This design comes from an exercise in tuning for small area on the open sky130 flow, not from production work.
Where RTL was checked, it was by simulation tests only, not by an equivalence proof against the original.

==> willow: inputs <==
Design CC, start of the top module:
module CC(
    clk,
    rst_n,
    in_valid,
    mode,
    xi,
    yi,
    out_valid,
    xo,
    yo
);
export LEC_CHECK = 0
export CAP_MARGIN = 20
export CORE_MARGIN = 2
export CORE_UTILIZATION = 65
export CTS_BUF_LIST = sky130_fd_sc_hd__clkbuf_8
export SLEW_MARGIN = 20
export SYNTH_HIERARCHICAL = 1
export SYNTH_MINIMUM_KEEP_SIZE = 0
create_clock -name core_clock -period 100.0 [get_ports {clk}]
standard.sh (not shown) runs the stock make flow with config.mk's settings and CLKGATE_MAP_FILE= SYNTH_SCRIPT=/design/flow/synth_recipe.tcl, a recipe that flattens the netlist after the stock synthesis.
==> flow/flow/run.sh <==
#!/bin/bash
# Own layout flow: the standard synthesis and layout, with port buffers of the smallest buffer.
set -euo pipefail
bash standard.sh synth > synth.log 2>&1
bash standard.sh "BUFFER_PORTS_ARGS=-buffer_cell sky130_fd_sc_hd__buf_1" finish > finish.log 2>&1
==> inputs of xenon, as changes to willow <==
--- a/flow/design.v
+++ b/flow/design.v
@@ -968,21 +968,21 @@
 assign n1115 = ~n1066;
 cc_fa u_n1116 (.a(n1115), .b(n1064), .c(n1114), .s(n1116), .co(n1117));
 assign n1118 = ~n1117;
 cc_fa u_n1119 (.a(n1068), .b(n1067), .c(n1118), .s(n1119), .co(n1120));
 cc_fa u_n1121 (.a(n1071), .b(n1069), .c(n1120), .s(n1121), .co(n1122));
 assign n1123 = n901 ^ n1072;
 assign n1124 = n1123 ^ n1122;
 assign n1125 = m2 & QB[16];
-assign n1126 = m1 ? RR[0] : n1125;
-assign n1127 = m1 ? RR[1] : n1125;
-assign n1128 = m1 ? RR[2] : n1125;
-assign n1129 = m1 ? RR[3] : n1125;
-assign n1130 = m1 ? RR[4] : n1125;
+assign n1126 = m1 ? X[0] : n1125;
+assign n1127 = m1 ? X[1] : n1125;
+assign n1128 = m1 ? X[2] : n1125;
+assign n1129 = m1 ? X[3] : n1125;
+assign n1130 = m1 ? X[4] : n1125;
 assign n1131 = n776 ^ QB[0];
 assign n1132 = ~n776 | ~QB[0];
 assign n1133 = ~n1132;
 cc_fa u_n1134 (.a(n777), .b(QB[1]), .c(n1133), .s(n1134), .co(n1135));
 assign n1136 = ~n1073;
 cc_fa u_n1137 (.a(n1136), .b(QB[2]), .c(n1135), .s(n1137), .co(n1138));
 cc_fa u_n1139 (.a(n1077), .b(QB[3]), .c(n1138), .s(n1139), .co(n1140));
 cc_fa u_n1141 (.a(n1080), .b(QB[4]), .c(n1140), .s(n1141), .co(n1142));
@@ -1081,19 +1081,19 @@
     if (in1 & m1)      QA[12:0] <= {n713, n711, n709, n707, n705, n703, n701, n699, n697, n695, n693, n691, n689};
     else if (in3 & m0) QA[12:0] <= {{~n224, ~n223, ~n222, ~n221, ~n220}, {n219, n218, n217, n216, n215, n214, n213, n212}};
     if (in3 & m0)      QA[16:13] <= {{~n40}, {~n227, ~n226, ~n225}};
     if (t1 & m0)       QB <= {{~n40}, {~n227, ~n226, ~n225, ~n224, ~n223, ~n222, ~n221, ~n220}, {n219, n218, n217, n216, n215, n214, n213, n212}};
     else if ((in2 & m1) | (in3 & m2)) QB <= {~n1105, ~n1103, ~n1101, ~n1099, ~n1097, ~n1095, ~n1093, ~n1091, ~n1089, ~n1087, ~n1085, ~n1083, ~n1080, ~n1077, n1073, ~n777, ~n776};
     if (in2)       RL <= xi;
     else if (step) RL <= {n295, n292, n290, n288, n286, n284, n282, n280};
     if (in3)       RR <= xi;
-    else if (in2 & m1) RR <= {n1124, n1121, n1119, ~n1116, ~n1113, ~n1111, ~n1109, ~n1107};
     else if (step) RR <= {n363, n360, n358, n356, n354, n352, n350, n348};
-    if (t1 & m0)        X <= RL;
+    if (in2 & m1)       X <= {n1124, n1121, n1119, ~n1116, ~n1113, ~n1111, ~n1109, ~n1107};
+    else if (t1 & m0)   X <= RL;
     else if (t1)        X <= {~n1249, n1247, n1244, n1241, n1238, n1235, n1232, n1229} & {8{m2}};
     else if (step)      X <= {n295, n292, n290, n288, n286, n284, n282, n280};
     else                X <= {n376, n374, n372, n370, n368, n366, n364, ~X[0]};
     if (in2)            Y <= yi;
     else if (in3 & m1)  Y <= {6'd0, {n1185}, {n1186}};
     else if (t1 & m2)   Y <= {n1226, n1223, n1220, n1217, n1214, n1211, n1208, n1205};
     else                Y <= {n391, n389, n387, n385, n383, n381, n379, n377};
 end
Settings changed: CORE_UTILIZATION 65 to 50, CTS_BUF_LIST sky130_fd_sc_hd__clkbuf_8 to sky130_fd_sc_hd__clkbuf_16.
==> inputs of pepper, as changes to willow <==
Settings changed: CORE_UTILIZATION 65 to 72.
==> notes.md <==
Via count: xenon < willow < pepper. Against xenon, the cell area of willow is lower by about 1.8%. First-iteration DRC count: willow < xenon < pepper. Sequential cell count is the same in pepper and xenon. Of willow and pepper, willow has the higher non-clock buffer count (gap 1). The highest hold slack belongs to willow, the lowest to xenon. Critical path depth is the same in pepper and willow. Synthesized cell count is about the same in willow and xenon. Clock skew, highest first: pepper, willow, xenon.
==> figures <==
                                                                               willow           xenon          pepper
Number of stages on the worst setup path                                            79              78              79
Detailed placement HPWL                                                      39,300 um       41,800 um       38,700 um
Wire length on met3                                                            5700 um         4820 um         7520 um
Sum of routed wire length over all layers                                    51,100 um       53,900 um       50,700 um
CP Data Required Time                                                       100,270 ps      100,220 ps      100,290 ps
Slowest Stage Delay on Critical Path                                            800 ps          850 ps          810 ps
Slew @ Worst Pin                                                               1170 ps         1040 ps         1120 ps
CP max stage cell                                                                 fa_1           inv_1            fa_1
Fin crit period                                                              44,520 ps       45,160 ps       44,700 ps
Met3 layer usage reported by global route                                        7.00%           4.96%           11.3%
Layout cells sized above 1                                                       5.66%           5.84%           5.66%
Share of the clock period used by the worst path after layout                    44.5%           45.2%           44.7%
Post-synthesis share of cell area spent on and, or, nand and nor gates           14.0%           14.3%           14.0%
Run status                                                              finished clean  finished clean  finished clean
R2r setup slk                                                                74,890 ps       74,280 ps       74,730 ps
CTS clock-pin slew for the worst setup and hold paths                           110 ps           80 ps          120 ps
Placed Cells incl. Taps                                                          1,916           2,034           1,870
Clk Latency, worst-skew pair                                                    390 ps          370 ps          410 ps
Num rows                                                                            57              66              54
Number of DRC markers after the initial detailed-route iteration                 2,338           2,343           2,502
Global-route layer with the greatest usage                                        met1            met2            met2
Headroom to the max-slew limit                                                   21.6%           30.3%           25.0%


==> 09-15: inputs <==
Another version of the RTL of CC (not shown whole).
export LEC_CHECK = 0
export CAP_MARGIN = 20
export CORE_MARGIN = 2
export CORE_UTILIZATION = 50
export CTS_BUF_LIST = sky130_fd_sc_hd__clkbuf_4 sky130_fd_sc_hd__clkbuf_8
export SLEW_MARGIN = 20
export SYNTH_HIERARCHICAL = 1
export SYNTH_MINIMUM_KEEP_SIZE = 0
create_clock -name core_clock -period 100.0 [get_ports {clk}]
run.sh (not shown) runs the stock make flow with config.mk's settings and CLKGATE_MAP_FILE= SYNTH_SCRIPT=/design/flow/synth_recipe.tcl, a recipe that flattens the netlist after the stock synthesis.
Stock flow here: none of the scripts above is used.
==> inputs of 09-18, as changes to 09-15 <==
--- a/flow/design.v
+++ b/flow/design.v
@@ -1095,12 +1095,13 @@
     if (in2)       RL <= xi;
     else if (step) RL <= {n285, n282, n280, n278, n276, n274, n272, n270};
     if (in3)       RR <= xi;
     else if (step) RR <= {n343, n340, n338, n336, n334, n332, n330, n328};
     if (in2 & m1)       X <= {n1141, ~n1138, ~n1135, ~n1133, ~n1131, ~n1129, ~n1127, ~n1125};
+    else if (t1 & m1)   X <= 8'd0;
     else if (t1 & m0)   X <= RL;
-    else if (t1)        X <= {~n1264, n1262, n1259, n1256, n1253, n1250, n1247, n1244} & {8{m2}};
+    else if (t1 & m2)   X <= {~n1264, n1262, n1259, n1256, n1253, n1250, n1247, n1244};
     else if (step)      X <= {n285, n282, n280, n278, n276, n274, n272, n270};
     else                X <= {n356, n354, n352, n350, n348, n346, n344, ~X[0]};
     if (in2)            Y <= yi;
     else if (in3 & m1)  Y <= {6'd0, {n1200}, {n1201}};
     else if (t1 & m2)   Y <= {n1241, n1238, n1235, n1232, n1229, n1226, n1223, n1220};
- CORE_UTILIZATION: 50 -> 65
==> inputs of 10-24, as changes to 09-15 <==
--- a/flow/design.v
+++ b/flow/design.v
@@ -1095,12 +1095,13 @@
     if (in2)       RL <= xi;
     else if (step) RL <= {n285, n282, n280, n278, n276, n274, n272, n270};
     if (in3)       RR <= xi;
     else if (step) RR <= {n343, n340, n338, n336, n334, n332, n330, n328};
     if (in2 & m1)       X <= {n1141, ~n1138, ~n1135, ~n1133, ~n1131, ~n1129, ~n1127, ~n1125};
+    else if (t1 & m1)   X <= 8'd0;
     else if (t1 & m0)   X <= RL;
-    else if (t1)        X <= {~n1264, n1262, n1259, n1256, n1253, n1250, n1247, n1244} & {8{m2}};
+    else if (t1 & m2)   X <= {~n1264, n1262, n1259, n1256, n1253, n1250, n1247, n1244};
     else if (step)      X <= {n285, n282, n280, n278, n276, n274, n272, n270};
     else                X <= {n356, n354, n352, n350, n348, n346, n344, ~X[0]};
     if (in2)            Y <= yi;
     else if (in3 & m1)  Y <= {6'd0, {n1200}, {n1201}};
     else if (t1 & m2)   Y <= {n1241, n1238, n1235, n1232, n1229, n1226, n1223, n1220};
- CORE_UTILIZATION: 50 -> 65
- GPL_TIMING_DRIVEN: unset -> 0
==> inputs of 01-27, as changes to 09-15 <==
==> flow/flow/run.sh (new file) <==
#!/bin/bash
# Own layout flow: the standard synthesis and layout, with port buffers of the smallest buffer.
set -euo pipefail
bash standard.sh synth > synth.log 2>&1
bash standard.sh "BUFFER_PORTS_ARGS=-buffer_cell sky130_fd_sc_hd__buf_1" finish > finish.log 2>&1
==> flow/standard.sh (new file) <==
#!/bin/bash
# synth_recipe.tcl (not shown) runs the flow's synth.tcl, then flattens the netlist and writes it again
# the make line also repeats each setting of config.mk as NAME=value (left out here)
make -C /OpenROAD-flow-scripts/flow DESIGN_CONFIG=/design/flow/config.mk WORK_HOME=/design/flow/orfs CLKGATE_MAP_FILE= SYNTH_SCRIPT=/design/flow/synth_recipe.tcl "${@:-finish}"
removed: flow/run.sh
==> summary of the runs <==
Synthesized cell count is the same in 10-24 and 09-18. Routed wire length: 10-24 > 09-15 > 01-27 > 09-18. Register-to-register slack: 10-24 < 09-18 < 01-27 < 09-15. The lowest cell count belongs to 09-18, the highest to 09-15. The lowest via count belongs to 09-15, the highest to 10-24.


==> amber: inputs <==
CC, a different RTL version from the one above (not shown whole).
clock: 100.0 ns
lec_check: 0
cap_margin: 0
core_margin: 2
core_utilization: 80
cts_buf_list: sky130_fd_sc_hd__clkbuf_4 sky130_fd_sc_hd__clkbuf_8
slew_margin: 0
synth_hierarchical: 1
synth_minimum_keep_size: 0
Stock flow here: none of the scripts above is used.
==> yarrow: changes against amber <==
- CAP_MARGIN: 0 -> 20
- SLEW_MARGIN: 0 -> 20
==> qor summary <==
|  | amber | yarrow |
|---|---|---|
| Root buf cell | sky130_fd_sc_hd__clkbuf_8 | sky130_fd_sc_hd__clkbuf_8 |
| Clk Latency, worst-skew pair | 0.47 ns | 0.47 ns |
| Hold Path Cell Cnt | 1 | 1 |
| Half-perimeter wire length after detailed placement | 41.3 mm | 41.3 mm |
| Outcome | complete, no violations | complete, no violations |
| Setup TNS | 0 ns | 0 ns |
| Maximum number of pins on one net before global-route repair | 58 | 58 |
| Slack of the worst reg-to-reg path | 75.52 ns | 75.52 ns |
| Clock input transition at the sequential cells of the worst setup and hold paths | 0.09 ns | 0.09 ns |
| RR Startpoint | cnt[0] | cnt[0] |
| Post-layout util | 0.861 | 0.861 |
| Synthesized-area fraction occupied by ao, oa, aoi and oai cells | 0.0768 | 0.0768 |
| Net count reported at finish | 2,131 | 2,131 |
No functional check of the RTL was part of any run of this note.

-- separate check: timing with driven ports --
In the flow no input, the clock included, has a driving cell. The finished layouts below were timed again as built, in two steps. Step 1: set_driving_cell puts a clkbuf_16 on clk and a buf_2 on each other input, an assumption about the parent block. Step 2 moves the port delays by t, midway between the first and last clock arrival at a register: inputs arrive t later, outputs are due t later. That takes back most of the time a late clock gives input paths. Three values: ideal, step 1, step 2; two values: the first two.
| run | t (ns) | setup slack, ns | pins driven straight from the clock port |
|---|---|---|---|
| willow | 0.429 | 55.479 / 55.500 / 55.070 | 1 |
| xenon | 0.408 | 54.837 / 54.859 / 54.450 | 1 |
| pepper | 0.437 | 55.296 / 55.311 / 54.874 | 1 |
| 09-15 | 0.439 | 55.753 / 55.769 / 55.330 | 1 |
| 09-18 | 0.437 | 55.580 / 55.597 / 55.160 | 1 |
| 10-24 | 0.439 | 54.371 / 54.389 / 53.950 | 1 |
| 01-27 | 0.445 | 56.018 / 56.036 / 55.591 | 1 |
| amber | 0.510 | 56.040 / 56.062 / 55.551 | 1 |
| yarrow | 0.510 | 56.040 / 56.062 / 55.551 | 1 |
After both steps setup and hold are still met in every run listed.
